From an optimization exercise on the open Yosys and OpenROAD flow, aimed at small area; shortcuts taken in it are not production practice. Only simulation tests tie the RTL to the original design; equivalence was not proved. No driver is modelled on the clock port, so clocking that relies on it looks cheaper here than on a real chip. Power is estimated from default activity; no workload was simulated.

File: design/flow/run.sh
#!/bin/bash
# synth_recipe.tcl (not shown) runs the flow's synth.tcl, then flattens the netlist and writes it again
# the make line also repeats each setting of config.mk as NAME=value (left out here)
make -C /OpenROAD-flow-scripts/flow DESIGN_CONFIG=/design/flow/config.mk WORK_HOME=/design/flow/orfs CLKGATE_MAP_FILE= SYNTH_SCRIPT=/design/flow/synth_recipe.tcl finish
File: design/flow/config.mk
export PLATFORM = sky130hd
export DESIGN_NAME = uart_box
export DESIGN_NICKNAME = uart_box
export VERILOG_FILES = /design/flow/design.v
export SDC_FILE = /design/flow/constraint.sdc
export NUM_CORES = 4
export LEC_CHECK = 0
export CAP_MARGIN = 20
export CORE_MARGIN = 2
export CORE_UTILIZATION = 50
export CTS_BUF_LIST = sky130_fd_sc_hd__clkbuf_8
export CTS_CLUSTER_DIAMETER = 120
export CTS_CLUSTER_SIZE = 16
export SLEW_MARGIN = 20
export SYNTH_HIERARCHICAL = 1
File: design/flow/constraint.sdc
create_clock -name core_clock -period 10.0 [get_ports {CLK}]
set_input_delay 2.0000 -clock core_clock [delete_from_list [all_inputs] [get_ports {CLK}]]
set_output_delay 2.0000 -clock core_clock [all_outputs]
set_load 0.01 [all_outputs]
File: design/flow/design.v
module serial_tx_box
(
input  wire        CLK,
input  wire        RST,
input  wire        PH,              
input  wire        I_STB,
input  wire [7:0]  I_DATA,
output wire        I_ACK,
output wire        O_TxD,
input  wire [15:0] CFG_CLK_DIV
);
reg  [7:0]  f0_data [31:0];      
reg  [5:0]  f0_cnt;              
reg  [7:0]  f1_data;             
reg         f1_rdy;
reg  [7:0]  tx_data;             
reg         tx_busy;             
reg  [6:0]  tx_cnt;              
reg         tx_bit;
integer     i;
wire        f0_rdy  = f0_cnt[5];
wire        f0_full = (f0_cnt == 6'b10_0000);
wire        f0_ack  = ~f0_full && I_STB;
wire        sc_tic;
wire [3:0]  tx_bitn = tx_cnt[6:3];
wire        sc_lde  = sc_tic && (tx_cnt[2:0] == 3'h7);
wire        tx_last = (tx_bitn == 4'd12);                   
wire        tx_ack  = tx_busy && (tx_bitn == 4'd0) && sc_lde;
wire        f1_stb  = (tx_ack || ~f1_rdy) && f0_rdy;
wire        sc_clr  = ~tx_busy || tx_last;
wire        tx_shl  = sc_lde && (tx_bitn >= 4'd2);
assign      I_ACK   = f0_ack;
assign      O_TxD   = tx_bit;
wire [7:0]  f0_nxt [31:0];
wire [7:0]  f0_in    = I_DATA ^ {8{PH}};
wire        f0_ack_n = ~f0_ack;
ph_keep8 k0 (.q(f0_data[0]), .x(f0_in), .en(f0_ack), .en_n(f0_ack_n), .d(f0_nxt[0]));
genvar g;
generate for (g = 1; g < 32; g = g + 1) begin : fk
  ph_keep8 k (.q(f0_data[g]), .x(f0_data[g-1]), .en(f0_ack), .en_n(f0_ack_n), .d(f0_nxt[g]));
end endgenerate
always @(posedge CLK)
 for (i = 0; i < 32; i = i + 1) f0_data[i] <= f0_nxt[i];
always @(posedge CLK or posedge RST)
 if (RST)                        f0_cnt <= 6'h00;
 else if (~f0_ack &&  f1_stb)    f0_cnt <= f0_cnt + 6'd1;
 else if ( f0_ack && ~f1_stb)    f0_cnt <= f0_cnt - 6'd1;
wire [31:0] f0_pick;
wire [7:0]  f0_out;
dec32    dc (.a_n(f0_cnt[4:0]), .y(f0_pick));
mux32x8  mx (.d({f0_data[31], f0_data[30], f0_data[29], f0_data[28], f0_data[27], f0_data[26],
                  f0_data[25], f0_data[24], f0_data[23], f0_data[22], f0_data[21], f0_data[20],
                  f0_data[19], f0_data[18], f0_data[17], f0_data[16], f0_data[15], f0_data[14],
                  f0_data[13], f0_data[12], f0_data[11], f0_data[10], f0_data[9],  f0_data[8],
                  f0_data[7],  f0_data[6],  f0_data[5],  f0_data[4],  f0_data[3],  f0_data[2],
                  f0_data[1],  f0_data[0]}),
              .s(f0_pick), .y(f0_out));
wire [7:0]  f1_nxt;
wire        f1_stb_n = ~f1_stb;
ph_keep8 k1 (.q(f1_data), .x(f0_out), .en(f1_stb), .en_n(f1_stb_n), .d(f1_nxt));
always @(posedge CLK)            f1_data <= f1_nxt;
always @(posedge CLK or posedge RST)
 if (RST)                        f1_rdy <= 1'b0;
 else if (f1_stb)                f1_rdy <= 1'b1;
 else if (tx_ack)                f1_rdy <= 1'b0;
scaler16 sc (.CLK(CLK), .ld(sc_clr), .div(CFG_CLK_DIV), .tic(sc_tic));
always @(posedge CLK or posedge RST)
 if (RST)                        tx_busy <= 1'b0;
 else if (~tx_busy)              tx_busy <= f1_rdy;
 else if (tx_last)               tx_busy <= f1_rdy;
always @(posedge CLK)
 if (sc_clr)                     tx_cnt <= 7'h07;
 else if (sc_tic)                tx_cnt <= tx_cnt + 7'd1;
wire [7:0]  tx_nxtd;
wire        tx_hold = ~(tx_ack | tx_shl);
ph_keep3x8 ks (.q(tx_data), .h(tx_hold), .x(f1_data), .l(tx_ack), .s({tx_data[0], tx_data[7:1]}),
               .sh(tx_shl), .d(tx_nxtd));
always @(posedge CLK)            tx_data <= tx_nxtd;
wire        tx_nxt  = ~tx_busy ? 1'b1 :
                      (tx_bitn == 4'd1) ? 1'b0 :
                      (tx_bitn >= 4'd2 && tx_bitn <= 4'd9) ? (tx_data[0] ^ PH) : 1'b1;
always @(posedge CLK or posedge RST)
 if (RST)                        tx_bit <= 1'b1;
 else                            tx_bit <= tx_nxt;
endmodule
module serial_rx_box
(
input  wire        CLK,
input  wire        RST,
input  wire        PH,              
input  wire        I_RxD,
output wire        O_STB,
output wire [7:0]  O_DATA,
input  wire        O_ACK,
input  wire [15:0] CFG_CLK_DIV
);
reg  [7:0]  f0_data [31:0];      
reg  [5:0]  f0_cnt;              
reg  [7:0]  f1_data;             
reg         f1_rdy;
reg         rx_busy;             
reg  [6:0]  rx_cnt;              
reg  [3:0]  rx_filter_n;         
reg  [7:0]  rx_reg;              
integer     i;
wire        rx_bit  = ~rx_filter_n[3];
wire        rx_idle = ~rx_busy;
wire [3:0]  rx_bitn = rx_cnt[6:3];
wire        sc_tic;
wire        sc_lde  = sc_tic && (rx_cnt[2:0] == 3'h7);
wire        f0_stb  = rx_busy && (rx_bitn == 4'd10);
wire        f0_rdy  = f0_cnt[5];
wire        f0_full = (f0_cnt == 6'b10_0000);
wire        f1_ack  = O_ACK && f1_rdy;
wire        f1_stb  = (f1_ack || ~f1_rdy) && f0_rdy;
wire        f0_wr   = f0_stb && (~f0_full || f1_stb);
assign      O_STB   = f1_rdy;
assign      O_DATA  = f1_data ^ {8{PH}};
scaler16 sc (.CLK(CLK), .ld(rx_idle), .div(CFG_CLK_DIV), .tic(sc_tic));
always @(posedge CLK or posedge RST)
 if (RST)                        rx_filter_n <= 4'h0;
 else                            rx_filter_n <= {rx_filter_n[2:0], ~I_RxD};
always @(posedge CLK or posedge RST)
 if (RST)                        rx_busy <= 1'b0;
 else if (rx_idle)               rx_busy <= ~rx_bit;
 else if (f0_stb)                rx_busy <= 1'b0;
always @(posedge CLK)
 if (rx_idle)                    rx_cnt <= 7'h03;
 else if (sc_tic)                rx_cnt <= rx_cnt + 7'd1;
wire        rx_sh   = sc_lde && (rx_bitn != 4'd9);
wire        rx_sh_n = ~rx_sh;
wire [7:0]  rx_nxt;
ph_keep8 kr (.q(rx_reg), .x({rx_bit ^ PH, rx_reg[7:1]}), .en(rx_sh), .en_n(rx_sh_n), .d(rx_nxt));
always @(posedge CLK)            rx_reg <= rx_nxt;
wire [7:0]  f0_nxt [31:0];
wire        f0_wr_n = ~f0_wr;
ph_keep8 k0 (.q(f0_data[0]), .x(rx_reg), .en(f0_wr), .en_n(f0_wr_n), .d(f0_nxt[0]));
genvar g;
generate for (g = 1; g < 32; g = g + 1) begin : fk
  ph_keep8 k (.q(f0_data[g]), .x(f0_data[g-1]), .en(f0_wr), .en_n(f0_wr_n), .d(f0_nxt[g]));
end endgenerate
always @(posedge CLK)
 for (i = 0; i < 32; i = i + 1) f0_data[i] <= f0_nxt[i];
always @(posedge CLK or posedge RST)
 if (RST)                        f0_cnt <= 6'h00;
 else if (~f0_wr &&  f1_stb)     f0_cnt <= f0_cnt + 6'd1;
 else if ( f0_wr && ~f1_stb)     f0_cnt <= f0_cnt - 6'd1;
wire [31:0] f0_pick;
wire [7:0]  f0_out;
dec32    dc (.a_n(f0_cnt[4:0]), .y(f0_pick));
mux32x8  mx (.d({f0_data[31], f0_data[30], f0_data[29], f0_data[28], f0_data[27], f0_data[26],
                  f0_data[25], f0_data[24], f0_data[23], f0_data[22], f0_data[21], f0_data[20],
                  f0_data[19], f0_data[18], f0_data[17], f0_data[16], f0_data[15], f0_data[14],
                  f0_data[13], f0_data[12], f0_data[11], f0_data[10], f0_data[9],  f0_data[8],
                  f0_data[7],  f0_data[6],  f0_data[5],  f0_data[4],  f0_data[3],  f0_data[2],
                  f0_data[1],  f0_data[0]}),
              .s(f0_pick), .y(f0_out));
wire [7:0]  f1_nxt;
wire        f1_stb_n = ~f1_stb;
ph_keep8 k1 (.q(f1_data), .x(f0_out), .en(f1_stb), .en_n(f1_stb_n), .d(f1_nxt));
always @(posedge CLK)            f1_data <= f1_nxt;
always @(posedge CLK or posedge RST)
 if (RST)                        f1_rdy <= 1'b0;
 else if (f1_stb)                f1_rdy <= 1'b1;
 else if (f1_ack)                f1_rdy <= 1'b0;
endmodule
module uart_box
(
input  wire        CLK,
input  wire        RST,
input  wire        I_STB,
input  wire [7:0]  I_DATA,
output wire        I_ACK,
output wire        O_TxD,
input  wire        I_RxD,
output wire        O_STB,
output wire [7:0]  O_DATA,
input  wire        O_ACK,
input  wire [15:0] CFG_CLK_DIV
);
reg ph;
always @(posedge CLK or posedge RST)
 if (RST)  ph <= 1'b0;
 else      ph <= ~ph;
serial_tx_box tx
(
.CLK        (CLK),
.RST        (RST),
.PH         (ph),
.I_STB      (I_STB),
.I_DATA     (I_DATA),
.I_ACK      (I_ACK),
.O_TxD      (O_TxD),
.CFG_CLK_DIV(CFG_CLK_DIV)
);
serial_rx_box rx
(
.CLK        (CLK),
.RST        (RST),
.PH         (ph),
.I_RxD      (I_RxD),
.O_STB      (O_STB),
.O_DATA     (O_DATA),
.O_ACK      (O_ACK),
.CFG_CLK_DIV(CFG_CLK_DIV)
);
endmodule
module ph_keep8
(
input  wire [7:0]  q,
input  wire [7:0]  x,
input  wire        en,
input  wire        en_n,
output wire [7:0]  d
);
genvar g;
generate for (g = 0; g < 8; g = g + 1) begin : b
  oai22 c (.a1(q[g]), .a2(en), .b1(x[g]), .b2(en_n), .y(d[g]));
end endgenerate
endmodule
module ph_keep3x8
(
input  wire [7:0]  q,
input  wire        h,
input  wire [7:0]  x,
input  wire        l,
input  wire [7:0]  s,
input  wire        sh,
output wire [7:0]  d
);
genvar g;
generate for (g = 0; g < 8; g = g + 1) begin : b
  aoi222 c (.a1(q[g]), .a2(h), .b1(x[g]), .b2(l), .c1(s[g]), .c2(sh), .y(d[g]));
end endgenerate
endmodule
module dec32
(
input  wire [4:0]  a_n,
output wire [31:0] y
);
wire [4:0] a;
wire [7:0] hi_n;
wire [3:0] lo_n;
genvar g;
generate for (g = 0; g < 5; g = g + 1) begin : i
  inv1 c (.a(a_n[g]), .y(a[g]));
end endgenerate
generate for (g = 0; g < 8; g = g + 1) begin : h
  nand3 c (.a(g & 1 ? a[2] : a_n[2]), .b(g & 2 ? a[3] : a_n[3]), .c(g & 4 ? a[4] : a_n[4]), .y(hi_n[g]));
end endgenerate
generate for (g = 0; g < 4; g = g + 1) begin : l
  nand2 c (.a(g & 1 ? a[0] : a_n[0]), .b(g & 2 ? a[1] : a_n[1]), .y(lo_n[g]));
end endgenerate
generate for (g = 0; g < 32; g = g + 1) begin : d
  nor2 c (.a(hi_n[g / 4]), .b(lo_n[g % 4]), .y(y[g]));
end endgenerate
endmodule
module scaler16
(
input  wire        CLK,
input  wire        ld,
input  wire [15:0] div,
output wire        tic
);
reg  [15:0] q;
wire [15:0] d;
wire [15:0] t;                   
wire [15:0] s_n;                 
wire        load, load_n;
assign t[1]   = q[0];
assign s_n[0] = q[0];
genvar g;
generate for (g = 1; g < 16; g = g + 1) begin : b
  xnor2 x (.a(q[g]), .b(t[g]), .y(s_n[g]));
  if (g < 15) begin : c
    and2 a (.a(q[g]), .b(t[g]), .y(t[g+1]));
  end
end endgenerate
generate for (g = 0; g < 16; g = g + 1) begin : m
  oai22 o (.a1(s_n[g]), .a2(load), .b1(div[g]), .b2(load_n), .y(d[g]));
end endgenerate
assign tic    = (q == 16'hFFFE);
assign load   = ld | tic;
assign load_n = ~load;
always @(posedge CLK) q <= d;
endmodule
module mux32x8
(
input  wire [255:0] d,
input  wire [31:0]  s,
output wire [7:0]   y
);
genvar g, k;
generate for (g = 0; g < 8; g = g + 1) begin : b
  wire [11:0] p_n;
  wire [2:0]  q;
  for (k = 0; k < 10; k = k + 1) begin : p
    aoi222 c (.a1(d[(3*k)*8+g]), .a2(s[3*k]), .b1(d[(3*k+1)*8+g]), .b2(s[3*k+1]),
              .c1(d[(3*k+2)*8+g]), .c2(s[3*k+2]), .y(p_n[k]));
  end
  nand2 c30 (.a(d[30*8+g]), .b(s[30]), .y(p_n[10]));
  nand2 c31 (.a(d[31*8+g]), .b(s[31]), .y(p_n[11]));
  for (k = 0; k < 3; k = k + 1) begin : r
    nand4 c (.a(p_n[4*k]), .b(p_n[4*k+1]), .c(p_n[4*k+2]), .d(p_n[4*k+3]), .y(q[k]));
  end
  or3 c (.a(q[0]), .b(q[1]), .c(q[2]), .y(y[g]));
end endgenerate
endmodule
module oai22
(
input  wire a1, a2, b1, b2,
output wire y
);
assign y = ~((a1 | a2) & (b1 | b2));
endmodule
module aoi222
(
input  wire a1, a2, b1, b2, c1, c2,
output wire y
);
assign y = ~((a1 & a2) | (b1 & b2) | (c1 & c2));
endmodule
module nor2
(
input  wire a, b,
output wire y
);
assign y = ~(a | b);
endmodule
module nand4
(
input  wire a, b, c, d,
output wire y
);
assign y = ~(a & b & c & d);
endmodule
module inv1
(
input  wire a,
output wire y
);
assign y = ~a;
endmodule
module nand2
(
input  wire a, b,
output wire y
);
assign y = ~(a & b);
endmodule
module and2
(
input  wire a, b,
output wire y
);
assign y = a & b;
endmodule
module and3
(
input  wire a, b, c,
output wire y
);
assign y = a & b & c;
endmodule
module xnor2
(
input  wire a, b,
output wire y
);
assign y = ~(a ^ b);
endmodule
module mux2i
(
input  wire a0, a1, s,
output wire y
);
assign y = ~(s ? a1 : a0);
endmodule
module nand3
(
input  wire a, b, c,
output wire y
);
assign y = ~(a & b & c);
endmodule
module or3
(
input  wire a, b, c,
output wire y
);
assign y = a | b | c;
endmodule
==> flow_metrics.env, run 1 <==
export IMPL_relSlewSlack=0.3312
export IMPL_initial_utilization=0.5033
export IMPL_finalCriticalPeriod_ns=6.590
export IMPL_clockBufferDepth=3
export IMPL_grt_pass1_vias=14460
export IMPL_cp_top_family="buffers and inverters"
export IMPL_rsz0062_at_grt="false"
export IMPL_cts_hold_buffers=0
export IMPL_insertion_delay_ns=0.63
export IMPL_portBuffers=39
export IMPL_cp_num_buf_inv=3
export IMPL_worstHoldPathCells=0
export IMPL_post_route_period_util=0.6590
export IMPL_dr_pass1_iters=9
export IMPL_hold_viol=0
export IMPL_crit_fanout=161
export IMPL_grt_pass1_wl_um=79890
export IMPL_hp_start="rx.rx_filter_n[2]"
export IMPL_synthTopCellsByCount="dfxtp_1, o22ai_1, a222oi_1, nor2_1, nand4_1"
export IMPL_layout_cells_non_filler=2421
export IMPL_hold_path_class="reg2reg"
export IMPL_power_density_nw_per_um2=248.5
export IMPL_ys_async_sr_fraction=0.03595
export IMPL_die_area_um2=42450
export IMPL_antenna_found_initial=5
export IMPL_tightestPinTransition_ns=1.003
export IMPL_clkTransAtPathRegs_ns=0.10
export IMPL_track_usage=0.2344
export IMPL_num_vias=16240
export IMPL_grt_max_degree=162
export IMPL_yosys_warnings=14
export IMPL_postCtsSetupBuffers=0
export IMPL_drive_gt1_frac=0.04237
export IMPL_synth_seq_cells=612
export IMPL_slowest_stage="inv_6"
export IMPL_cts_resized=0
export IMPL_status="timing/DRC/antenna clean"
export IMPL_die_h_um=206.0
export IMPL_synthCells=1793
export IMPL_critPathLaunchType="input port"
export IMPL_ys_flop_type="dfxtp_1"
export IMPL_ys_types=60
export IMPL_drt_total_wl_um=51300
export IMPL_die_x_um=206.0
export IMPL_syn_cell_area_um2=20410
export IMPL_synth_top_area_share=0.5787
export IMPL_cp_end_kind="primary output"
export IMPL_final_core_utilization=0.5479
export IMPL_yosysMostFrequentCell="dfxtp_1"
export IMPL_final_area_um2=22220
export IMPL_cts_tree="yes"
export IMPL_overflow=0
export IMPL_finalPower_mw=5.522
export IMPL_r2r_start="tx.sc.q[8]"
export IMPL_drc=0
export IMPL_wl_per_cell_um=21.19
export IMPL_seq_area_frac_synth=0.6058
export IMPL_fmax_ghz=0.1517
export IMPL_synth_edf_count=0
export IMPL_pin_count=40
export IMPL_reg2reg_to="tx.f0_cnt[5]"
export IMPL_fp_row_count=74
export IMPL_arrival_ns=4.59
export IMPL_via_per_inst=6.710
export IMPL_setup_tns_ns=0
export IMPL_gp_congestion=0.8235
export IMPL_dp_hpwl_um=32730
export IMPL_drtIter0Drc=1903
export IMPL_syn_to_final_growth_pct=8.865
export IMPL_numCtsBuffers=44
export IMPL_path_class="in2out"
export IMPL_min_to="rx.rx_filter_n[3]"
export IMPL_syn_nets=1837
export IMPL_r2r_slack_ns=6.21
export IMPL_crit_top_cell="clkdlybuf4s50_1"
export IMPL_cellLeakagePower_nw=7.918
export IMPL_reg_largest_list="rx.f0_data (256), tx.f0_data (256)"
export IMPL_clock_sinks=612
export IMPL_synthTopCellsByArea="dfxtp_1, o22ai_1, a222oi_1"
export IMPL_required_ns=8.00
export IMPL_vdd_drop_max_uv=130.1
export IMPL_synth_area_per_cell_um2=11.38
export IMPL_crit_chain="clkdlybuf4s50_1 > nand2_8 > inv_6 > clkdlybuf4s50_1"
export IMPL_place_inst=2369
export IMPL_yosys_area_top_type="dfxtp_1"
export IMPL_finalSetupViolCount=0
export IMPL_h_tree_depth=2
export IMPL_placed_area_um2=21560
export IMPL_ant_nets=0
export IMPL_clk_root_buffer_cell="clkbuf_8"
export IMPL_critPathMaxStageDelay_ns=0.78
export IMPL_reg2regPathDepth=13
export IMPL_drv_slew=0
export IMPL_skew_ns=0.02404
export IMPL_nets=1927
export IMPL_core_area_um2=40550
export IMPL_drv_cap=0
## per-module statistics from Yosys (local to each module, per instance), excerpt
module | cells inside | flip-flops and latches
nand4 | 1 | 0
and2 | 1 | 0
serial_rx_box | 372 | 291
scaler16 | 24 | 16
nand3 | 1 | 0
xnor2 | 1 | 0
## power breakdown
part | leakage, nW | switching (mW) | internal, mW
registers | 5.40 | 0.447 | 2.97
clock network | 0.357 | 0.749 | 0.410
logic | 2.16 | 0.521 | 0.427
## worst reg2reg max path, delay by kind of cell, from the launching register on
kind                     cells  cell delay, ns
AO/OA/AOI/OAI                2            0.60
buffers and inverters        2            0.35
flip-flops                   1            0.39
adder cells (fa/ha/maj)      2            0.66
AND/OR/NAND/NOR              7            1.68
## per-stage QoR
stage	hold WS, ns	setup slack, ns
after detailed placement	0.3379	3.400
final	0.3585	3.410
after CTS	0.3624	3.406
after global routing	0.3679	3.206
after global placement	0.3344	3.421
after floorplan	0.3312	0.5550
## per-layer routing
| layer | wire, um | track usage |
|---|---|---|
| met3 | 3052 | 0.03910 |
| met4 | 831 | 0.05408 |
| met1 | 25090 | 0.3570 |
| met2 | 22310 | 0.3455 |
| met5 | 13 | 0 |
## area by class of cell
| cell class | instances | area [um^2] |
|---|---|---|
| timing repair buffer | 51 | 480.5 |
| clock inverter | 6 | 35.03 |
| inverter | 24 | 100.1 |
| clock buffer | 45 | 619.3 |
| tap | 532 | 665.6 |
| antenna | 1 | 2.502 |
| sequential | 612 | 12360 |
| fill | 3550 | 18340 |
| multi-input combinational | 1150 | 7953 |
## logic make-up after synthesis
logic type | count (synthesis) | synth area share
buffers and inverters | 31 | 0.006437
XOR/XNOR | 64 | 0.02746
AND/OR/NAND/NOR | 285 | 0.07265
flip-flops | 612 | 0.6058
AO/OA/AOI/OAI | 778 | 0.2728
multiplexers | 8 | 0.004966
adder cells (fa/ha/maj) | 15 | 0.009932
## how the worst max path moves through the flow
stage / endpoint / slack [ns] / cells past startpoint / startpoint
CTS: I_ACK / 3.41 / 4 / I_STB
finish: I_ACK / 3.41 / 4 / I_STB
floorplan: rx.f0_data[0][0] / 0.55 / 5 / O_ACK
global route: I_ACK / 3.21 / 4 / I_STB
global placement: I_ACK / 3.42 / 4 / I_STB
detailed placement: I_ACK / 3.40 / 4 / I_STB
## placed cells by master (no fill, tap or decap), types with 3 or more instances in the layout
cell type,count
nor2_1,76
o211ai_1,4
o21ai_0,8
nand4_1,60
clkbuf_8,45
ha_1,13
or3_1,18
o2111ai_1,3
o22ai_1,568
a222oi_1,168
mux2_4,4
xor2_1,25
nor4_1,3
a21oi_1,7
nor2b_1,3
nand2_1,54
mux2i_1,3
nand3_1,19
buf_4,12
nand2b_1,4
clkdlybuf4s50_1,39
a21o_1,3
dfxtp_1,590
dfrtp_1,21
xnor2_1,39
and2_1,29
inv_1,26
==> inputs of run 2 (changes only) <==
==> design/flow/flow/run.sh (new file) <==
#!/bin/bash
# Layout flow: the standard ORFS flow (standard.sh, unchanged synthesis) with two settings
# changed through ORFS's own variables:
#  - clock tree: clkbuf_8 buffers, clusters of at most 16 sinks, no dummy loads
#  - port buffers: sky130_fd_sc_hd__buf_1 on every input and output port
# Each tool's full output stays in orfs/logs/ (ORFS's per-step logs) and in flow_make.log here.
set -euo pipefail
export CTS_ARGS="-sink_clustering_enable -repair_clock_nets -dont_use_dummy_load -buf_list sky130_fd_sc_hd__clkbuf_8 -sink_clustering_size 16 -sink_clustering_max_diameter 120"
export BUFFER_PORTS_ARGS="-buffer_cell sky130_fd_sc_hd__buf_1"
bash standard.sh > flow_make.log 2>&1
==> design/flow/standard.sh (new file) <==
#!/bin/bash
# synth_recipe.tcl (not shown) runs the flow's synth.tcl, then flattens the netlist and writes it again
# the make line also repeats each setting of config.mk as NAME=value (left out here)
make -C /OpenROAD-flow-scripts/flow DESIGN_CONFIG=/design/flow/config.mk WORK_HOME=/design/flow/orfs CLKGATE_MAP_FILE= SYNTH_SCRIPT=/design/flow/synth_recipe.tcl "${@:-finish}"
removed: design/flow/run.sh
==> run 2 against run 1 <==
Effect of this change:
- worst setup slack improved by 1.3 ns
- critical path type unchanged
- die area did not move
- fmax rose by 25%
- clock skew rose by 0.035 ns
- core utilization fell by 0.73 points
- largest power group unchanged
- still clean on timing, DRC and antenna
- largest cell class unchanged
- final area fell by 1.3%
- non-clock buffer count did not move
- worst hold slack got worse by 0.0020 ns
- register-to-register slack got worse by 0.27 ns
==> flow_metrics.env, run 2 <==
export IMPL_status="timing/DRC/antenna clean"
export IMPL_portBuffers=39
export IMPL_nets=1927
export IMPL_use_met1=0.3681
export IMPL_die_h_um=206.0
export IMPL_via_per_inst=6.778
export IMPL_synthCells=1793
export IMPL_relSlewSlack=0.2939
export IMPL_grt_pass1_vias=14620
export IMPL_h_tree_depth=2
export IMPL_synth_area_per_cell_um2=11.38
export IMPL_synth_seq_cells=612
export IMPL_syn_to_final_growth_pct=7.418
export IMPL_clkPwrFrac=0.206
export IMPL_reg_largest_list="rx.f0_data (256), tx.f0_data (256)"
export IMPL_clkTransAtPathRegs_ns=0.10
export IMPL_fmax_ghz=0.1900
export IMPL_cts_resized=0
export IMPL_num_vias=16360
export IMPL_tightestPinTransition_ns=1.059
export IMPL_grt_pass1_wl_um=80390
export IMPL_finalPower_mw=5.486
export IMPL_use_met3=0.03532
export IMPL_postCtsSetupBuffers=0
export IMPL_track_usage=0.2345
export IMPL_ys_types=60
export IMPL_pin_count=40
export IMPL_drtIter0Drc=2022
export IMPL_seqPwrFrac=0.622
export IMPL_syn_nets=1837
export IMPL_initial_utilization=0.5033
export IMPL_r2r_slack_ns=5.94
export IMPL_core_area_um2=40550
export IMPL_reg2regPathDepth=7
export IMPL_placed_area_um2=21320
export IMPL_clk_root_buffer_cell="clkbuf_8"
export IMPL_p_int_mw=3.784
export IMPL_setup_tns_ns=0
export IMPL_crit_fanout=102
export IMPL_crit_start="I_STB"
export IMPL_arrival_ns=3.26
export IMPL_finalCriticalPeriod_ns=5.263
export IMPL_reg2reg_to="tx.f0_data[22][5]"
export IMPL_endpoint="I_ACK"
export IMPL_combPwrFrac=0.171
export IMPL_busiest_layer="met1"
export IMPL_drive_gt1_frac=0.04147
export IMPL_antenna_found_initial=1
export IMPL_grt_max_degree=147
export IMPL_finalSetupViolCount=0
export IMPL_die_x_um=206.0
export IMPL_switching_share=0.3103
export IMPL_antenna_cells=0
export IMPL_cp_end_kind="primary output"
export IMPL_drc=0
export IMPL_required_ns=8.00
export IMPL_dr_pass1_iters=10
export IMPL_fp_row_count=74
export IMPL_synth_top_area_share=0.5787
export IMPL_grt_util_met2=0.3396
export IMPL_p_sw_mw=1.702
export IMPL_power_density_nw_per_um2=250.2
export IMPL_overflow=0
export IMPL_yosysMostFrequentCell="dfxtp_1"
export IMPL_cts_tree="yes"
export IMPL_synthTopCellsByArea="dfxtp_1, o22ai_1, a222oi_1"
export IMPL_skew_ns=0.05922
export IMPL_yosys_warnings=14
export IMPL_critPathLaunchType="input port"
export IMPL_ys_flop_type="dfxtp_1"
export IMPL_numCtsBuffers=44
export IMPL_layout_common_cells="dfxtp_1, o22ai_1, a222oi_1, nor2_1, nand4_1"
export IMPL_clock_sinks=612
export IMPL_gp_congestion=0.7886
export IMPL_clockBufferDepth=3
export IMPL_path_class="in2out"
export IMPL_drv_cap=0
export IMPL_layout_commonest_cell="dfxtp_1"
export IMPL_final_area_um2=21920
export IMPL_syn_cell_area_um2=20410
export IMPL_post_route_period_util=0.5263
export IMPL_wl_per_cell_um=21.14
export IMPL_seq_area_frac_synth=0.6058
export IMPL_drt_total_wl_um=51010
export IMPL_hold_path_class="reg2reg"
export IMPL_dp_hpwl_um=32570
export IMPL_vdd_drop_max_uv=121.6
export IMPL_yosys_area_top_type="dfxtp_1"
export IMPL_die_area_um2=42450
export IMPL_insertion_delay_ns=0.65
export IMPL_synthTopCellsByCount="dfxtp_1, o22ai_1, a222oi_1, nor2_1, nand4_1"
export IMPL_synth_edf_count=0
export IMPL_cellLeakagePower_nw=7.766
export IMPL_drv_slew=0
export IMPL_ant_nets=0
export IMPL_r2r_start="tx.f0_cnt[0]"
export IMPL_ys_async_sr_fraction=0.03595
export IMPL_rsz0062_at_grt="false"
export IMPL_hold_viol=0
export IMPL_cts_hold_buffers=0
run 2: how the worst min path moves through the flow:
stage / start / end / slack, ns / depth (start not counted)
finish: rx.rx_filter_n[2] / rx.rx_filter_n[3] / 0.36 / 0
detailed placement: rx.rx_filter_n[2] / rx.rx_filter_n[3] / 0.34 / 0
CTS: rx.rx_filter_n[2] / rx.rx_filter_n[3] / 0.36 / 0
global placement: rx.rx_filter_n[2] / rx.rx_filter_n[3] / 0.33 / 0
floorplan: rx.rx_filter_n[0] / rx.rx_filter_n[1] / 0.33 / 0
global route: rx.rx_filter_n[2] / rx.rx_filter_n[3] / 0.38 / 0
run 2: logic make-up after synthesis:
group           share of synthesized area
compound gates                     0.2728
flops                              0.6058
simple gates                      0.07265
xor+xnor                          0.02746
buf+inv                          0.006437
fa+ha+maj                        0.009932
mux                              0.004966
run 2: Yosys stat by module (local to each module, per instance), excerpt:
module	cell area (um^2)	cells inside	times used
nand4	6.256	1	48
serial_tx_box	6515	382	1
inv1	3.754	1	10
nand2	3.754	1	40
nand3	5.005	1	16
xnor2	8.758	1	30
serial_rx_box	6525	372	1
or3	6.256	1	16
uart_box	32.53	3	1
nor2	3.754	1	64
and2	6.256	1	28
scaler16	377.9	24	2
oai22	6.256	1	568
aoi222	10.01	1	168
run 2: worst max-delay path: stages:
cell,delay (ns)
buf_1,0.19
nand2_8,0.34
inv_6,0.46
buf_1,0.19
run 2: layout make-up:
type,instances,area (um^2)
Clock buffer,44,605.6
Fill cell,3593,18630
Multi-Input combinational cell,1150,7953
Tap cell,532,665.6
Sequential cell,612,12360
Inverter,24,100.1
Timing Repair Buffer,51,236.5
run 2: stage by stage:
stage,util,setup WS [ns],std cells,hold WS (ns)
after floorplan,-,0.5550,1793,0.3312
after global placement,0.5257,4.765,2369,0.3335
after detailed placement,0.5257,4.681,2369,0.3364
after CTS,0.5406,4.725,2413,0.3604
after global routing,0.5406,4.630,2413,0.3781
final,0.5406,4.737,2413,0.3565
run 2: layer usage:
metal,part of all wire,up-vias,wire (um)
met5,0,-,0
met4,0.012,0,604
met3,0.064,48,3283
met2,0.43,488,21890
met1,0.49,8062,25230
li1,-,7758,-
run 2: power by group through the flow:
stage	registers, mW	clock network, mW	logic (mW)
2_1_floorplan	3.33	0	0.691
3_3_place_gp	3.44	0	0.896
6_report	3.41	1.13	0.941
4_1_cts	3.40	1.18	0.931
3_5_place_dp	3.45	0	0.928
5_1_grt	3.48	1.26	1.03
==> inputs of run 3 (changes only) <==
==> design/flow/flow/run.sh (replaced) <==
#!/bin/bash
# Layout flow: the standard ORFS flow (standard.sh, unchanged synthesis) with settings changed
# through ORFS's own variables and step hooks:
#  - clock tree: clkbuf_8 buffers, clusters of at most 16 sinks, no dummy loads
#  - port buffers: sky130_fd_sc_hd__buf_1 on every input and output port
#  - after clock tree: power recovery downsizing (flow/recover.tcl)
# Each tool's full output stays in orfs/logs/ (ORFS's per-step logs) and in flow_make.log here.
set -euo pipefail
F="$(pwd)/flow"
export CTS_ARGS="-sink_clustering_enable -repair_clock_nets -dont_use_dummy_load -buf_list sky130_fd_sc_hd__clkbuf_8 -sink_clustering_size 16 -sink_clustering_max_diameter 120"
export BUFFER_PORTS_ARGS="-buffer_cell sky130_fd_sc_hd__buf_1"
export POST_CTS_TCL="$F/recover.tcl"
bash standard.sh > flow_make.log 2>&1
==> design/flow/flow/recover.tcl (new file) <==
# POST_CTS hook: downsize cells on paths with slack to spare, then legalize again.
repair_timing -recover_power 100
detailed_placement
check_placement -verbose
==> run 3 against run 2 <==
Effect of this change:
- still clean
- sequential share of layout area fell by 0.087 points
- total power barely moved
- clock-buffer cell count did not move
- flip-flop and latch count did not move
- global-route usage barely moved
- final area rose by 0.15%
- clock power barely moved
- first-iteration DRC count rose by 2.9%
- worst hold slack barely moved
- via count fell by 0.24%
- register-to-register slack got worse by 0.38 ns
- worst setup slack got worse by 0.56 ns
- largest power group unchanged
==> flow_metrics.env, run 3 <==
export IMPL_die_x_um=206.0
export IMPL_cellLeakagePower_nw=7.744
export IMPL_drive_gt1_frac=0.03820
export IMPL_critPathLaunchType="input port"
export IMPL_die_h_um=206.0
export IMPL_drc=0
export IMPL_syn_to_final_growth_pct=7.583
export IMPL_reg_largest_list="rx.f0_data (256), tx.f0_data (256)"
export IMPL_clock_sinks=612
export IMPL_dr_pass1_iters=10
export IMPL_switching_share=0.3100
export IMPL_finalSetupViolCount=0
export IMPL_wl_per_cell_um=21.12
export IMPL_critPathMaxStageDelay_ns=0.85
export IMPL_status="timing/DRC/antenna clean"
export IMPL_ant_nets=0
export IMPL_syn_nets=1837
export IMPL_hold_path_class="reg2reg"
export IMPL_hold_viol=0
export IMPL_slowest_stage="clkinvlp_4"
export IMPL_die_area_um2=42450
export IMPL_synth_edf_count=0
export IMPL_synth_seq_cells=612
export IMPL_ys_flop_type="dfxtp_1"
export IMPL_antenna_found_initial=1
export IMPL_finalCriticalPeriod_ns=5.824
export IMPL_gp_congestion=0.7886
export IMPL_overflow=0
export IMPL_synthTopCellsByCount="dfxtp_1, o22ai_1, a222oi_1, nor2_1, nand4_1"
export IMPL_pin_count=40
export IMPL_layout_common_cells="dfxtp_1, o22ai_1, a222oi_1, nor2_1, nand4_1"
export IMPL_required_ns=8.00
export IMPL_layout_commonest_cell="dfxtp_1"
export IMPL_drt_total_wl_um=51050
export IMPL_crit_chain="buf_1 > nand2_8 > clkinvlp_4 > buf_1"
export IMPL_dp_hpwl_um=32570
export IMPL_fmax_ghz=0.1717
export IMPL_num_fill_cells=3594
export IMPL_yosys_warnings=14
export IMPL_yosysMostFrequentCell="dfxtp_1"
export IMPL_drv_cap=0
export IMPL_nets=1931
export IMPL_synthTopCellsByArea="dfxtp_1, o22ai_1, a222oi_1"
export IMPL_relSlewSlack=0.3021
export IMPL_setup_tns_ns=0
export IMPL_ys_async_sr_fraction=0.03595
export IMPL_synth_top_area_share=0.5787
export IMPL_fin_hold_ws_ns=0.3567
export IMPL_power_density_nw_per_um2=249.7
export IMPL_track_usage=0.2344
export IMPL_arrival_ns=3.82
export IMPL_rsz0062_at_grt="false"
export IMPL_antenna_cells=0
export IMPL_grt_pass1_wl_um=80370
export IMPL_crit_top_cell="buf_1"
export IMPL_ys_types=60
export IMPL_num_vias=16320
export IMPL_final_core_utilization=0.5414
export IMPL_drtIter0Drc=2081
export IMPL_cts_tree="yes"
export IMPL_fp_row_count=74
export IMPL_post_place_ws_ns=4.681
export IMPL_layout_cells_non_filler=2417
export IMPL_seq_area_frac_synth=0.6058
export IMPL_seqPwrFrac=0.623
export IMPL_portBuffers=39
export IMPL_finalPower_mw=5.483
export IMPL_grt_pass1_vias=14620
export IMPL_final_area_um2=21960
export IMPL_insertion_delay_ns=0.65
export IMPL_tightestPinTransition_ns=1.047
export IMPL_syn_cell_area_um2=20410
export IMPL_placed_area_um2=21320
export IMPL_clkPwrFrac=0.206
export IMPL_via_per_inst=6.751
export IMPL_core_area_um2=40550
export IMPL_setup_ws_ns=4.176
export IMPL_p_int_mw=3.783
export IMPL_drv_slew=0
export IMPL_yosys_area_top_type="dfxtp_1"
export IMPL_p_sw_mw=1.700
export IMPL_grt_max_degree=147
export IMPL_synth_area_per_cell_um2=11.38
export IMPL_skew_ns=0.05933
export IMPL_post_route_period_util=0.5824
export IMPL_place_inst=2369
export IMPL_cp_end_kind="primary output"
export IMPL_initial_utilization=0.5033
export IMPL_clkTransAtPathRegs_ns=0.10
export IMPL_path_class="in2out"
export IMPL_combPwrFrac=0.171
export IMPL_synthCells=1793
export IMPL_crit_fanout=102
export IMPL_vdd_drop_max_uv=121.5
==> run 3: cell counts after synthesis <==
Identical to the previous run, type by type.
==> run 3: metal layers <==
| layer | routed length, um | vias to the layer above | track usage |
|---|---|---|---|
| met2 | 21890 | 451 | 0.3395 |
| li1 | - | 7750 | - |
| met3 | 3073 | 50 | 0.03532 |
| met4 | 604 | 0 | 0.04566 |
| met5 | 0 | - | 0 |
| met1 | 25490 | 8066 | 0.3678 |
==> run 3: layout make-up <==
class                   count  area (um^2)  area share
clock buffers              44        605.6     0.02758
inverters                  24        98.84    0.004502
multi-input cells        1150         7899      0.3597
flip-flops and latches    612        12360      0.5631
well taps                 532        665.6     0.03032
repair buffers             55        325.3     0.01482
==> run 3: path summary, 6_finish.rpt <==
path	endpoint	depth (start not counted)	start	slack [ns]
max	I_ACK	4	I_STB	4.18
min in group asynchronous	ph	2	RST	1.28
max in group asynchronous	rx.f0_cnt[5]	2	RST	8.17
min	rx.rx_filter_n[3]	0	rx.rx_filter_n[2]	0.36
max reg2reg	tx.f0_data[22][5]	7	tx.f0_cnt[0]	5.56
min reg2reg	rx.rx_filter_n[3]	0	rx.rx_filter_n[2]	0.36
==> run 3: worst max-delay path: cells and delay by family <==
family / cells / cell delay, ns
buffers and inverters: 3 / 1.29
AND/OR/NAND/NOR: 1 / 0.43
==> run 3: modules after synthesis (local to each module, per instance), a selection <==
module | cells | cell area, um^2
inv1 | 1 | 3.754
nand3 | 1 | 5.005
oai22 | 1 | 6.256
serial_tx_box | 382 | 6515
uart_box | 3 | 32.53
xnor2 | 1 | 8.758
==> run 3: logic make-up (layout without fill, tap and decap cells) <==
kind of cell | Yosys count | in the layout | synth area share
flip-flops | 612 | 612 | 0.6058
AND/OR/NAND/NOR | 285 | 285 | 0.07265
XOR/XNOR | 64 | 64 | 0.02746
buffers and inverters | 31 | 123 | 0.006437
AO/OA/AOI/OAI | 778 | 778 | 0.2728
adder cells (fa/ha/maj) | 15 | 15 | 0.009932
multiplexers | 8 | 8 | 0.004966
==> run 3: power groups by stage <==
stage	sequential, mW	clock, mW	combinational, mW
global placement	3.44	0	0.896
detailed placement	3.45	0	0.928
finish	3.41	1.13	0.940
global route	3.48	1.26	1.03
floorplan	3.33	0	0.691
==> inputs of run 4 (changes only) <==
==> design/flow/flow/run.sh (replaced) <==
#!/bin/bash
# Layout flow: the standard ORFS flow (standard.sh, unchanged synthesis) with two settings
# changed through ORFS's own variables:
#  - clock tree: clkbuf_8 buffers, clusters of at most 18 sinks, no dummy loads
#  - port buffers: sky130_fd_sc_hd__buf_1 on every input and output port
# Each tool's full output stays in orfs/logs/ (ORFS's per-step logs) and in flow_make.log here.
set -euo pipefail
export CTS_ARGS="-sink_clustering_enable -repair_clock_nets -dont_use_dummy_load -buf_list sky130_fd_sc_hd__clkbuf_8 -sink_clustering_size 18 -sink_clustering_max_diameter 120"
export BUFFER_PORTS_ARGS="-buffer_cell sky130_fd_sc_hd__buf_1"
bash standard.sh > flow_make.log 2>&1
removed: design/flow/flow/recover.tcl
==> run 4 against run 3 <==
Effect of this change:
- still clean
- non-clock buffer count is 4 lower
- register-to-register slack improved by 0.32 ns
- global-route usage is essentially flat
- core utilization is 0.25 points lower
- clock power shrank 4%
- synthesized cell count unchanged
- flip-flop and latch count did not move
- largest power group unchanged
==> flow_metrics.env, run 4 <==
export IMPL_core_area_um2=40550
export IMPL_initial_utilization=0.5033
export IMPL_slowest_stage="inv_6"
export IMPL_die_area_um2=42450
export IMPL_antenna_cells=0
export IMPL_syn_cell_area_um2=20410
export IMPL_post_place_ws_ns=4.681
export IMPL_clock_sinks=612
export IMPL_yosys_warnings=14
export IMPL_crit_fanout=102
export IMPL_power_density_nw_per_um2=248.8
export IMPL_seq_area_frac_synth=0.6058
export IMPL_placed_area_um2=21320
export IMPL_hp_start="rx.rx_filter_n[2]"
export IMPL_h_tree_depth=2
export IMPL_grt_pass1_vias=14640
export IMPL_min_to="rx.rx_filter_n[3]"
export IMPL_drv_cap=0
export IMPL_via_per_inst=6.788
export IMPL_grt_util_met2=0.3390
export IMPL_final_core_utilization=0.5389
export IMPL_drive_gt1_frac=0.03891
export IMPL_grt_max_degree=147
export IMPL_layout_common_cells="dfxtp_1, o22ai_1, a222oi_1, nor2_1, nand4_1"
export IMPL_clockBufferDepth=3
export IMPL_post_route_period_util=0.5305
export IMPL_cp_num_buf_inv=3
export IMPL_gp_congestion=0.7886
export IMPL_die_h_um=206.0
export IMPL_ant_nets=0
export IMPL_yosysMostFrequentCell="dfxtp_1"
export IMPL_track_usage=0.2340
export IMPL_finalCriticalPeriod_ns=5.305
export IMPL_pin_count=40
export IMPL_busiest_layer="met1"
export IMPL_portBuffers=39
export IMPL_drc=0
export IMPL_fmax_ghz=0.1885
export IMPL_final_area_um2=21850
export IMPL_drt_total_wl_um=51040
export IMPL_crit_chain="buf_1 > nand2_8 > inv_6 > buf_1"
export IMPL_status="timing/DRC/antenna clean"
export IMPL_path_class="in2out"
export IMPL_overflow=0
export IMPL_synth_edf_count=0
export IMPL_synth_area_per_cell_um2=11.38
export IMPL_use_met1=0.3647
export IMPL_grt_pass1_wl_um=80170
export IMPL_fp_row_count=74
export IMPL_postCtsSetupBuffers=0
export IMPL_critPathLaunchType="input port"
export IMPL_cts_tree="yes"
export IMPL_nets=1922
export IMPL_layout_commonest_cell="dfxtp_1"
export IMPL_num_vias=16350
export IMPL_r2r_slack_ns=5.88
export IMPL_setup_ws_ns=4.695
export IMPL_syn_nets=1837
export IMPL_relSlewSlack=0.2895
export IMPL_required_ns=8.00
export IMPL_wl_per_cell_um=21.19
export IMPL_syn_to_final_growth_pct=7.081
export IMPL_synthTopCellsByArea="dfxtp_1, o22ai_1, a222oi_1"
export IMPL_fin_hold_ws_ns=0.3598
export IMPL_ys_async_sr_fraction=0.03595
export IMPL_clkTransAtPathRegs_ns=0.11
export IMPL_crit_top_cell="buf_1"
export IMPL_reg_largest_list="rx.f0_data (256), tx.f0_data (256)"
export IMPL_cp_end_kind="primary output"
export IMPL_drtIter0Drc=2194
export IMPL_use_met3=0.03784
export IMPL_r2r_start="tx.f0_cnt[0]"
export IMPL_reg2regPathDepth=7
export IMPL_cts_hold_buffers=0
export IMPL_worstHoldPathCells=0
export IMPL_setup_tns_ns=0
export IMPL_synthTopCellsByCount="dfxtp_1, o22ai_1, a222oi_1, nor2_1, nand4_1"
export IMPL_antenna_found_initial=1
export IMPL_critPathMaxStageDelay_ns=0.46
export IMPL_hold_path_class="reg2reg"
export IMPL_arrival_ns=3.30
export IMPL_synth_seq_cells=612
export IMPL_ys_types=60
export IMPL_dr_pass1_iters=13
export IMPL_clk_root_buffer_cell="clkbuf_8"
export IMPL_cp_top_family="buffers and inverters"
export IMPL_rsz0062_at_grt="false"
export IMPL_ys_flop_type="dfxtp_1"
export IMPL_dp_hpwl_um=32570
export IMPL_finalSetupViolCount=0
export IMPL_cellLeakagePower_nw=7.730
export IMPL_drv_slew=0
export IMPL_synthCells=1793
export IMPL_insertion_delay_ns=0.63
export IMPL_yosys_area_top_type="dfxtp_1"
export IMPL_die_x_um=206.0
export IMPL_tightestPinTransition_ns=1.066
export IMPL_numCtsBuffers=39
export IMPL_hold_viol=0
export IMPL_cts_resized=0
export IMPL_skew_ns=0.03670
export IMPL_vdd_drop_max_uv=105.9
export IMPL_reg2reg_to="tx.f0_data[22][5]"
export IMPL_synth_top_area_share=0.5787
run 4: cell counts after synthesis:
Identical to the previous run, type by type.
run 4: kinds of logic after synthesis:
kind of cell,share of synthesized area
adders and majority gates,0.009932
and+or+nand+nor,0.07265
AOI/OAI and AO/OA,0.2728
DFF,0.6058
muxes,0.004966
buffers and inverters,0.006437
xor gates and xnor gates,0.02746
run 4: layer usage:
layer	wire length (um)	up-vias
met2	21750	477
met5	0	-
met1	25150	8060
li1	-	7757
met4	719	0
met3	3420	52
run 4: how the worst max path moves through the flow:
stage | from | end | slack, ns | depth (start not counted)
floorplan | O_ACK | rx.f0_data[0][0] | 0.55 | 5
global placement | I_STB | I_ACK | 4.76 | 4
detailed placement | I_STB | tx.f0_data[24][0] | 4.68 | 6
CTS | I_STB | I_ACK | 4.73 | 4
global route | I_STB | I_ACK | 4.63 | 4
finish | I_STB | I_ACK | 4.70 | 4
run 4: per-stage QoR:
| step | std cells | power [mW] |
|---|---|---|
| after global placement | 2369 | 4.336 |
| after floorplan | 1793 | 4.017 |
| final | 2408 | 5.438 |
| after CTS | 2408 | 5.460 |
| after global routing | 2408 | 5.717 |
| after detailed placement | 2369 | 4.381 |
run 4: area by class of cell:
| type | instances | area (um^2) |
|---|---|---|
| clock buffer | 39 | 536.8 |
| fill | 3587 | 18700 |
| inverter | 24 | 100.1 |
| multi-input combinational | 1150 | 7953 |
| sequential | 612 | 12360 |
| tap | 532 | 665.6 |
| timing repair buffer | 51 | 236.5 |
run 4: power breakdown:
part	switching [mW]	leakage [nW]	total [mW]	internal [mW]
Sequential	0.447	5.40	3.41	2.97
Clock	0.729	0.280	1.08	0.354
Combinational	0.521	2.05	0.940	0.419
run 4: per-module statistics from Yosys, one instance, submodules excluded, excerpt:
module	times used	area, um^2	flops+latches	cells inside
or3	16	6.256	0	1
uart_box	1	32.53	1	3
and2	28	6.256	0	1
nand4	48	6.256	0	1
nand2	40	3.754	0	1
inv1	10	3.754	0	1
scaler16	2	377.9	16	24
==> inputs of run 5 (changes only) <==
--- a/design/flow/config.mk
+++ b/design/flow/config.mk
@@ -5,11 +5,11 @@
 export SDC_FILE = /design/flow/constraint.sdc
 export NUM_CORES = 4
 export LEC_CHECK = 0
-export CAP_MARGIN = 20
+export CAP_MARGIN = 0
 export CORE_MARGIN = 2
 export CORE_UTILIZATION = 50
 export CTS_BUF_LIST = sky130_fd_sc_hd__clkbuf_8
 export CTS_CLUSTER_DIAMETER = 120
 export CTS_CLUSTER_SIZE = 16
-export SLEW_MARGIN = 20
+export SLEW_MARGIN = 0
 export SYNTH_HIERARCHICAL = 1
==> run 5 against run 4 <==
Effect of this change:
- still clean
- die area unchanged
- combinational power about the same
- core utilization is the same
- flip-flop and latch count is the same
- largest cell class unchanged
- largest power group unchanged
==> flow_metrics.env, run 5 <==
export IMPL_core_area_um2=40550
export IMPL_cts_hold_buffers=0
export IMPL_ant_nets=0
export IMPL_cts_tree="yes"
export IMPL_layout_commonest_cell="dfxtp_1"
export IMPL_clkPwrFrac=0.199
export IMPL_switching_share=0.3120
export IMPL_grt_max_degree=147
export IMPL_tightestPinTransition_ns=1.066
export IMPL_combPwrFrac=0.173
export IMPL_track_usage=0.2340
export IMPL_die_area_um2=42450
export IMPL_syn_to_final_growth_pct=7.081
export IMPL_setup_tns_ns=0
export IMPL_setup_ws_ns=4.695
export IMPL_clk_root_buffer_cell="clkbuf_8"
export IMPL_yosys_area_top_type="dfxtp_1"
export IMPL_fmax_ghz=0.1885
export IMPL_synthCells=1793
export IMPL_pin_count=40
export IMPL_synthTopCellsByCount="dfxtp_1, o22ai_1, a222oi_1, nor2_1, nand4_1"
export IMPL_cts_resized=0
export IMPL_cp_end_kind="primary output"
export IMPL_post_place_ws_ns=4.681
export IMPL_die_h_um=206.0
export IMPL_rsz0062_at_grt="false"
export IMPL_via_per_inst=6.788
export IMPL_finalCriticalPeriod_ns=5.305
export IMPL_syn_nets=1837
export IMPL_drt_total_wl_um=51040
export IMPL_dr_pass1_iters=13
export IMPL_antenna_cells=0
export IMPL_synth_seq_cells=612
export IMPL_skew_ns=0.03670
export IMPL_required_ns=8.00
export IMPL_post_route_period_util=0.5305
export IMPL_clockBufferDepth=3
export IMPL_final_core_utilization=0.5389
export IMPL_synth_edf_count=0
export IMPL_arrival_ns=3.30
export IMPL_relSlewSlack=0.2895
export IMPL_ys_async_sr_fraction=0.03595
export IMPL_gp_congestion=0.7886
export IMPL_vdd_drop_max_uv=105.9
export IMPL_synth_top_area_share=0.5787
export IMPL_drive_gt1_frac=0.03891
export IMPL_wl_per_cell_um=21.19
export IMPL_dp_hpwl_um=32570
export IMPL_drc=0
export IMPL_yosys_warnings=14
export IMPL_layout_common_cells="dfxtp_1, o22ai_1, a222oi_1, nor2_1, nand4_1"
export IMPL_p_sw_mw=1.696
export IMPL_p_int_mw=3.741
export IMPL_yosysMostFrequentCell="dfxtp_1"
export IMPL_worstHoldPathCells=0
export IMPL_finalSetupViolCount=0
export IMPL_seqPwrFrac=0.628
export IMPL_overflow=0
export IMPL_h_tree_depth=2
export IMPL_drv_slew=0
export IMPL_crit_fanout=102
export IMPL_reg_largest_list="rx.f0_data (256), tx.f0_data (256)"
export IMPL_hold_path_class="reg2reg"
export IMPL_critPathLaunchType="input port"
export IMPL_synthTopCellsByArea="dfxtp_1, o22ai_1, a222oi_1"
export IMPL_syn_cell_area_um2=20410
export IMPL_grt_pass1_vias=14640
export IMPL_power_density_nw_per_um2=248.8
export IMPL_drtIter0Drc=2194
export IMPL_nets=1922
export IMPL_ys_types=60
export IMPL_seq_area_um2=12360
export IMPL_drv_cap=0
export IMPL_fp_row_count=74
export IMPL_num_vias=16350
export IMPL_antenna_found_initial=1
export IMPL_path_class="in2out"
export IMPL_grt_pass1_wl_um=80170
export IMPL_numCtsBuffers=39
export IMPL_num_fill_cells=3587
export IMPL_seq_area_frac_synth=0.6058
export IMPL_synth_area_per_cell_um2=11.38
export IMPL_reg2regPathDepth=7
export IMPL_insertion_delay_ns=0.63
export IMPL_multi_input_area_um2=7953
export IMPL_ys_flop_type="dfxtp_1"
export IMPL_portBuffers=39
export IMPL_initial_utilization=0.5033
export IMPL_clkTransAtPathRegs_ns=0.11
export IMPL_finalPower_mw=5.438
export IMPL_clock_sinks=612
export IMPL_die_x_um=206.0
export IMPL_postCtsSetupBuffers=0
export IMPL_fin_hold_ws_ns=0.3598
export IMPL_status="timing/DRC/antenna clean"
export IMPL_cellLeakagePower_nw=7.730
export IMPL_hold_viol=0
==> run 5: cell counts after synthesis <==
Identical to the previous run, type by type.
==> run 5: worst paths after layout <==
path	start	to	slack, ns
min reg2reg	rx.rx_filter_n[2]	rx.rx_filter_n[3]	0.36
max reg2reg	tx.f0_cnt[0]	tx.f0_data[22][5]	5.88
max	I_STB	I_ACK	4.70
min in group asynchronous	RST	ph	1.28
max in group asynchronous	RST	rx.f0_cnt[2]	8.16
min	rx.rx_filter_n[2]	rx.rx_filter_n[3]	0.36
==> run 5: logic make-up (layout without fill, tap and decap cells) <==
| family | count (synthesis) | after routing | share of synthesized area |
|---|---|---|---|
| xor gates and xnor gates | 64 | 64 | 0.02746 |
| adders and majority gates | 15 | 15 | 0.009932 |
| DFF | 612 | 612 | 0.6058 |
| AOI/OAI and AO/OA | 778 | 778 | 0.2728 |
| muxes | 8 | 8 | 0.004966 |
| buffers and inverters | 31 | 114 | 0.006437 |
| and+or+nand+nor | 285 | 285 | 0.07265 |
==> run 5: stage by stage <==
step	instance area [um^2]	instances
2_1_floorplan	20420	1793
3_3_place_gp	21320	2369
3_5_place_dp	21320	2369
4_1_cts	21850	2408
5_1_grt	21850	2408
6_report	21850	2408
==> run 5: area by class of cell <==
class	instances	area share
Timing Repair Buffer	51	0.01082
Tap cell	532	0.03046
Multi-Input combinational cell	1150	0.3639
Inverter	24	0.004580
Sequential cell	612	0.5657
Clock buffer	39	0.02456
==> run 5: power by group through the flow <==
stage	clock, mW	combinational, mW	sequential (mW)
after global routing	1.21	1.03	3.48
after global placement	0	0.896	3.44
final	1.08	0.940	3.41
after detailed placement	0	0.928	3.45
after CTS	1.13	0.931	3.40
after floorplan	0	0.691	3.33
==> run 5: modules after synthesis, one instance, submodules excluded, excerpt <==
module	cell area [um^2]	cells	flops+latches
scaler16	377.9	24	16
xnor2	8.758	1	0
or3	6.256	1	0
oai22	6.256	1	0
nand3	5.005	1	0
nor2	3.754	1	0
==> run 5: routing by layer <==
| layer | track usage | vias to the layer above | wire length [um] |
|---|---|---|---|
| li1 | - | 7757 | - |
| met4 | 0.04796 | 0 | 719 |
| met3 | 0.03784 | 52 | 3420 |
| met5 | 0 | - | 0 |
| met2 | 0.3390 | 477 | 21750 |
| met1 | 0.3647 | 8060 | 25150 |
==> run 5: critical path, cell delays in order <==
cell and delay, ns:
buf_1 0.19, nand2_8 0.35, inv_6 0.46, buf_1 0.19
==> inputs of run 6 (changes only) <==
==> design/flow/config.mk (replaced) <==
export PLATFORM = sky130hd
export DESIGN_NAME = uart_box
export DESIGN_NICKNAME = uart_box
export VERILOG_FILES = /design/flow/design.v
export SDC_FILE = /design/flow/constraint.sdc
export NUM_CORES = 4
export LEC_CHECK = 0
export CAP_MARGIN = 20
export CORE_MARGIN = 2
export CORE_UTILIZATION = 70
export CTS_BUF_LIST = sky130_fd_sc_hd__clkbuf_8
export CTS_CLUSTER_DIAMETER = 120
export CTS_CLUSTER_SIZE = 16
export SLEW_MARGIN = 20
export SYNTH_HIERARCHICAL = 1
==> run 6 against run 5 <==
Effect of this change:
- sequential power is essentially flat
- critical path type unchanged
- clock skew down 0.0043 ns
- highest routed layer unchanged
- synthesized cell count unchanged
- largest cell class unchanged
- worst hold slack gained 0.0021 ns
- still clean
==> flow_metrics.env, run 6 <==
export IMPL_clockBufferDepth=3
export IMPL_layout_cells_non_filler=2259
export IMPL_r2r_start="tx.sc.q[10]"
export IMPL_setup_tns_ns=0
export IMPL_arrival_ns=3.88
export IMPL_via_per_inst=7.351
export IMPL_clk_root_buffer_cell="clkbuf_8"
export IMPL_die_area_um2=30540
export IMPL_layout_common_cells="dfxtp_1, o22ai_1, a222oi_1, nor2_1, nand4_1"
export IMPL_hold_path_class="reg2reg"
export IMPL_ys_flop_type="dfxtp_1"
export IMPL_cts_tree="yes"
export IMPL_antenna_cells=0
export IMPL_drv_cap=0
export IMPL_reg2reg_to="tx.f0_cnt[5]"
export IMPL_numCtsBuffers=39
export IMPL_syn_cell_area_um2=20410
export IMPL_ys_async_sr_fraction=0.03595
export IMPL_min_to="rx.rx_filter_n[3]"
export IMPL_synth_area_per_cell_um2=11.38
export IMPL_syn_to_final_growth_pct=6.173
export IMPL_critPathMaxStageDelay_ns=0.89
export IMPL_status="timing/DRC/antenna clean"
export IMPL_portBuffers=39
export IMPL_rsz0062_at_grt="false"
export IMPL_reg_largest_list="rx.f0_data (256), tx.f0_data (256)"
export IMPL_multi_input_area_um2=7953
export IMPL_post_place_ws_ns=4.147
export IMPL_synthCells=1793
export IMPL_antenna_found_initial=0
export IMPL_synth_edf_count=0
export IMPL_synthTopCellsByCount="dfxtp_1, o22ai_1, a222oi_1, nor2_1, nand4_1"
export IMPL_ant_nets=0
export IMPL_syn_nets=1837
export IMPL_cellLeakagePower_nw=7.726
export IMPL_insertion_delay_ns=0.57
export IMPL_reg2regPathDepth=13
export IMPL_fin_hold_ws_ns=0.3619
export IMPL_wl_per_cell_um=21.79
export IMPL_die_x_um=174.8
export IMPL_place_inst=2220
export IMPL_fmax_ghz=0.1701
export IMPL_yosysMostFrequentCell="dfxtp_1"
export IMPL_finalSetupViolCount=0
export IMPL_drtIter0Drc=2138
export IMPL_drive_gt1_frac=0.03840
export IMPL_hp_start="rx.rx_filter_n[2]"
export IMPL_ys_types=60
export IMPL_cts_resized=0
export IMPL_gp_congestion=0.8275
export IMPL_h_tree_depth=2
export IMPL_nets=1921
export IMPL_power_density_nw_per_um2=249.2
export IMPL_finalPower_mw=5.400
export IMPL_vdd_drop_max_uv=173.2
export IMPL_yosys_area_top_type="dfxtp_1"
export IMPL_pin_count=40
export IMPL_relSlewSlack=0.2982
export IMPL_critPathLaunchType="input port"
export IMPL_crit_chain="buf_1 > nand2_8 > inv_6 > buf_1"
export IMPL_synth_top_area_share=0.5787
export IMPL_clkTransAtPathRegs_ns=0.10
export IMPL_layout_commonest_cell="dfxtp_1"
export IMPL_crit_fanout=147
export IMPL_required_ns=8.00
export IMPL_r2r_slack_ns=6.01
export IMPL_setup_ws_ns=4.120
export IMPL_final_area_um2=21670
export IMPL_drc=0
export IMPL_num_fill_cells=2024
export IMPL_worstHoldPathCells=0
export IMPL_synthTopCellsByArea="dfxtp_1, o22ai_1, a222oi_1"
export IMPL_seq_area_frac_synth=0.6058
export IMPL_dr_pass1_iters=11
export IMPL_placed_area_um2=21130
export IMPL_synth_seq_cells=612
export IMPL_skew_ns=0.03242
export IMPL_fp_row_count=62
export IMPL_die_h_um=174.8
export IMPL_final_core_utilization=0.7550
export IMPL_grt_pass1_vias=15150
export IMPL_grt_pass1_wl_um=78110
export IMPL_post_route_period_util=0.5880
export IMPL_postCtsSetupBuffers=0
export IMPL_num_vias=16610
export IMPL_tightestPinTransition_ns=1.053
export IMPL_drv_slew=0
export IMPL_crit_top_cell="buf_1"
export IMPL_initial_utilization=0.7111
export IMPL_drt_total_wl_um=49230
export IMPL_path_class="in2out"
export IMPL_dp_hpwl_um=31990
export IMPL_cp_end_kind="primary output"
export IMPL_core_area_um2=28700
export IMPL_grt_max_degree=148
export IMPL_hold_viol=0
export IMPL_slowest_stage="inv_6"
export IMPL_clock_sinks=612
export IMPL_seq_area_um2=12360
export IMPL_yosys_warnings=14
export IMPL_finalCriticalPeriod_ns=5.880
export IMPL_cts_hold_buffers=0
export IMPL_overflow=0
export IMPL_track_usage=0.3090
==> run 6: worst max-delay path, delay by kind of cell <==
family                 cells  cell delay (ns)
buffers and inverters      3             1.32
and+or+nand+nor            1             0.47
==> run 6: final cells by class <==
class                           count  share of cell area
Clock buffer                       39             0.02477
Sequential cell                   612              0.5705
Inverter                           24            0.004619
Multi-Input combinational cell   1150              0.3670
Timing Repair Buffer               50             0.01091
Tap cell                          384             0.02217
==> run 6: layer usage <==
metal | global-route usage | vias to the layer above | share of wire
met5 | 0 | - | 0
met4 | 0.1052 | 0 | 0.030
met3 | 0.03873 | 109 | 0.057
met2 | 0.5155 | 571 | 0.49
met1 | 0.4193 | 8190 | 0.43
li1 | - | 7735 | -
==> run 6: report_power, final <==
group | total (mW) | switching (mW) | internal [mW] | leakage [nW]
sequential | 3.41 | 0.444 | 2.97 | 5.40
combinational | 0.937 | 0.519 | 0.418 | 2.04
clock | 1.05 | 0.696 | 0.354 | 0.280
==> run 6: worst max-delay path by stage <==
stage	slack [ns]	to	startpoint	cells after the start
6_report	4.12	I_ACK	I_STB	4
5_1_grt	3.96	I_ACK	I_STB	4
3_3_place_gp	4.20	I_ACK	I_STB	4
2_1_floorplan	0.55	rx.f0_data[0][0]	O_ACK	5
4_1_cts	4.14	I_ACK	I_STB	4
3_5_place_dp	4.15	I_ACK	I_STB	4
==> run 6: per-module statistics from Yosys (local to each module, per instance), excerpt <==
module	flops+latches	cells inside	cell area, um^2
nand4	0	1	6.256
inv1	0	1	3.754
aoi222	0	1	10.01
uart_box	1	3	32.53
serial_tx_box	288	382	6515
serial_rx_box	291	372	6525
and2	0	1	6.256
or3	0	1	6.256
nand3	0	1	5.005
oai22	0	1	6.256
nor2	0	1	3.754
nand2	0	1	3.754
==> run 6: kinds of logic (layout without fill, tap and decap cells) <==
| group | count (synthesis) | count (layout) | synth area share |
|---|---|---|---|
| AOI/OAI and AO/OA | 778 | 778 | 0.2728 |
| muxes | 8 | 8 | 0.004966 |
| DFF | 612 | 612 | 0.6058 |
| buffers and inverters | 31 | 113 | 0.006437 |
| and+or+nand+nor | 285 | 285 | 0.07265 |
| xor gates and xnor gates | 64 | 64 | 0.02746 |
| adders and majority gates | 15 | 15 | 0.009932 |

static timing again, ports no longer ideal:
The results above use ideal ports. As a check the final layouts listed here were re-extracted and re-timed, cells and wires unchanged.
Step 1: set_driving_cell puts a clkbuf_16 on CLK and a buf_2 on each other input, an assumption about the parent block.
Step 2 moves the port delays by t, midway between the first and last clock arrival at a register: inputs arrive t later, outputs are due t later. That takes back most of the time a late clock gives input paths.
a / b / c = ideal / step 1 / step 2; a / b = the first two.
| run | t (ns) | slack for setup (ns) | hold slack, ns | worst setup path after step 2 |
|---|---|---|---|---|
| run 1 | 0.674 | 3.410 / 3.386 / 3.386 | 0.358 / 0.358 / 0.358 | input to output |
| run 2 | 0.666 | 4.737 / 4.705 / 4.618 | 0.356 / 0.356 / 0.356 | input to register |
| run 3 | 0.666 | 4.176 / 4.148 / 4.148 | 0.357 / 0.357 / 0.357 | input to output |
| run 4 | 0.664 | 4.695 / 4.665 / 4.568 | 0.360 / 0.360 / 0.360 | input to register |
| run 5 | 0.664 | 4.695 / 4.665 / 4.568 | 0.360 / 0.360 / 0.360 | input to register |
| run 6 | 0.605 | 4.120 / 4.093 / 4.093 | 0.362 / 0.362 / 0.362 | input to output |
After both steps setup and hold are still met in every run listed.
